Context: an optimization exercise on an open-source flow, tuned for small area, a short achievable clock period and few clock cycles per item. The choices shown serve that exercise and are no tape-out recipe.
Only simulation tests tie the RTL to the original design; equivalence was not proved.
Power figures rest on the tool's default switching activity, not on a simulated workload.

build 40:
## vector_mul_simple
module vector_mul_simple (
    input  logic               clk_i,
    input  logic               rst_ni,
    input  logic               in_valid_i,
    input  logic signed [31:0] in_a_i,
    input  logic signed [31:0] in_b_i,
    output logic               out_valid_o,
    output logic signed [63:0] out_result_o
);
  logic v1_q, v2_q, v3_q;
  always_ff @(posedge clk_i or negedge rst_ni) begin
    if (!rst_ni) begin
      v1_q <= 1'b0;
      v2_q <= 1'b0;
      v3_q <= 1'b0;
    end else begin
      v1_q <= in_valid_i;
      v2_q <= v1_q;
      v3_q <= v2_q;
    end
  end
  assign out_valid_o = v3_q;
  logic [15:0] n1, n2, neg, nneg;
  logic [31:0] b_q;
  always_ff @(posedge clk_i) b_q <= in_b_i;
  logic [15:0] n1_d, n2_d, neg_d;
  always_comb begin
    for (int i = 0; i < 16; i++) begin
      n1_d[i] = ~(in_a_i[2*i] ^ ((i == 0) ? 1'b0 : in_a_i[2*i-1]));
      n2_d[i] = ~((in_a_i[2*i+1] & ~in_a_i[2*i] & ~((i == 0) ? 1'b0 : in_a_i[2*i-1])) |
                 (~in_a_i[2*i+1] & in_a_i[2*i] & ((i == 0) ? 1'b0 : in_a_i[2*i-1])));
      neg_d[i] = in_a_i[2*i+1] & ~(in_a_i[2*i] & ((i == 0) ? 1'b0 : in_a_i[2*i-1]));
    end
  end
  ...
Size in the first run: ~2600 cells after synthesis, ~310 flip-flops, ~30000 sq um of cells after synthesis.
==> flow/config.mk <==
export PLATFORM = sky130hd
export DESIGN_NAME = vector_mul_simple
export DESIGN_NICKNAME = vector_mul_simple
export VERILOG_FILES = /design/flow/design.v
export SDC_FILE = /design/flow/constraint.sdc
export NUM_CORES = 4
export LEC_CHECK = 0
export CAP_MARGIN = 20
export CORE_MARGIN = 2
export CORE_UTILIZATION = 40
export SETUP_SLACK_MARGIN = 4.5
export SLEW_MARGIN = 20
export SYNTH_HIERARCHICAL = 1
export SYNTH_MINIMUM_KEEP_SIZE = 0
==> flow/constraint.sdc <==
create_clock -name core_clock -period 8.0 [get_ports {clk_i}]
set_input_delay 1.6000 -clock core_clock [delete_from_list [all_inputs] [get_ports {clk_i}]]
set_output_delay 1.6000 -clock core_clock [all_outputs]
set_load 0.01 [all_outputs]
standard.sh (not shown) runs the stock make flow with config.mk's settings and CLKGATE_MAP_FILE= SYNTH_SCRIPT=/design/flow/synth_recipe.tcl, a recipe that flattens the netlist after the stock synthesis.
==> flow/flow/run.sh <==
#!/bin/bash
# Layout flow: the standard ORFS flow (standard.sh, unchanged synthesis), except that the
# buffers placed on the input and output ports are sky130_fd_sc_hd__buf_2 instead of the
# resizer's default pick (clkdlybuf4s50_1, which is twice the area and slow).
set -euo pipefail
export BUFFER_PORTS_ARGS="-buffer_cell sky130_fd_sc_hd__buf_2"
bash standard.sh > standard.log 2>&1
Build 40: done, clean on timing, DRC and antenna
Testbench counts of build 40, summed over its fixed seeds: cycles 16,016, items 16,000.
What build 51 does differently from build 40 at the input level:
- SETUP_SLACK_MARGIN now 4.8, was 4.5
- CTS_CLUSTER_SIZE now 30, previously not set
- CTS_BUF_LIST now sky130_fd_sc_hd__clkbuf_8, previously not set
==> flow/run.sh (new file) <==
#!/bin/bash
# synth_recipe.tcl (not shown) runs the flow's synth.tcl, then flattens the netlist and writes it again
# the make line also repeats each setting of config.mk as NAME=value (left out here)
make -C /OpenROAD-flow-scripts/flow DESIGN_CONFIG=/design/flow/config.mk WORK_HOME=/design/flow/orfs CLKGATE_MAP_FILE= SYNTH_SCRIPT=/design/flow/synth_recipe.tcl finish
removed: flow/flow/run.sh
removed: flow/standard.sh
Findings:
Build 51 improves on build 40 in least setup slack across all paths after layout.
Changes observed in build 51 relative to build 40: reg-to-reg setup timing slack shows an increase of 190 ps, clock-buffer cell count shows an increase of 8, final-layout worst hold slack shows no meaningful change, via count shows an increase of about 3.2%, final design instance area without fill shows an increase of 9.4%.
Of the two values seen for critical path launch point, b_q[18] was produced by build 40 and b_q[20] by build 51.
Comparing fill cell total of the finished layout for build 40 and build 51, the bigger number came from build 40.
Relative to build 51, the following input files were edited for build 44:
- changing SETUP_SLACK_MARGIN from 4.8 to 4.5
- removing CTS_BUF_LIST (formerly sky130_fd_sc_hd__clkbuf_8)
- removing CTS_CLUSTER_SIZE (formerly 30)
==> comparison <==
- Higher cell-internal power was reported by build 51, not build 44.
- In build 44, core utilization is lower than in build 51.
- Compared to build 51, build 44 has insertion delay of the later-clocked pin in the worst-skew pair 120 ps lower.
- Number of antenna diodes (higher): build 51
- In the flow results for build 44 and build 51, the final worst-path cycle share is smaller on build 51.
- Diff build 51 -> build 44: design area now smaller, final cell count moved down.
- Build 44 against build 51: initial antenna violation count ~0 delta; total number of nets in the final design -about 2.1%; via count -3.5%.
For build 50, these inputs were changed with respect to build 44:
- a change of CORE_UTILIZATION from 40 to 55
==> flow/flow/run.sh (new file) <==
#!/bin/bash
# Layout flow: the standard ORFS flow (standard.sh, unchanged synthesis), except that the
# buffers placed on the input and output ports are sky130_fd_sc_hd__buf_2 instead of the
# resizer's default pick (clkdlybuf4s50_1, which is twice the area and slow).
set -euo pipefail
export BUFFER_PORTS_ARGS="-buffer_cell sky130_fd_sc_hd__buf_2"
bash standard.sh > standard.log 2>&1
==> flow/standard.sh (new file) <==
#!/bin/bash
# synth_recipe.tcl (not shown) runs the flow's synth.tcl, then flattens the netlist and writes it again
# the make line also repeats each setting of config.mk as NAME=value (left out here)
make -C /OpenROAD-flow-scripts/flow DESIGN_CONFIG=/design/flow/config.mk WORK_HOME=/design/flow/orfs CLKGATE_MAP_FILE= SYNTH_SCRIPT=/design/flow/synth_recipe.tcl "${@:-finish}"
removed: flow/run.sh
==> comparison <==
- In the metrics for build 50 and build 44, the one carrying the lower core utilization is build 44.
- Between build 50 and build 44, it is build 50 whose non-clock buffer area fraction after layout is lower, by 2.1 points.
- Going from build 44 to build 50, post-route non-filler standard cell count now sits lower, starting density of the core now sits higher, pre-CTS setup slack now sits lower.
- Per the comparison of build 50 with build 44, wire length has decreased, power now sits lower, width of the die now smaller, design area down 3.8%, tap cell count now smaller.
- For build 44, the endpoint of the most critical setup path was m1589, unlike build 50, where it was m1504.

[separate check: timing with driven ports]
Ports are ideal in the flow. The routed layouts listed here were re-timed in OpenROAD.
Step 1: set_driving_cell puts a clkbuf_16 on clk_i and a buf_2 on each other input, an assumption about the parent block.
Step 2 moves the port delays by t, midway between the first and last clock arrival at a register: inputs arrive t later, outputs are due t later. That takes back most of the time a late clock gives input paths.
a / b / c = ideal / step 1 / step 2; a / b = the first two.
run	shift t [ns]	setup WS [ns]	slew at the worst register clock pin (ns)	cell pins on the clock port's net
build 40	0.633	4.524 / 4.524 / 4.524	0.06 / 0.06	1
build 51	0.746	4.717 / 4.717 / 4.717	0.08 / 0.08	1
build 44	0.645	4.529 / 4.529 / 4.529	0.08 / 0.08	1
build 50	0.627	4.552 / 4.552 / 4.552	0.06 / 0.06	1
After both steps setup and hold are still met in every run listed.
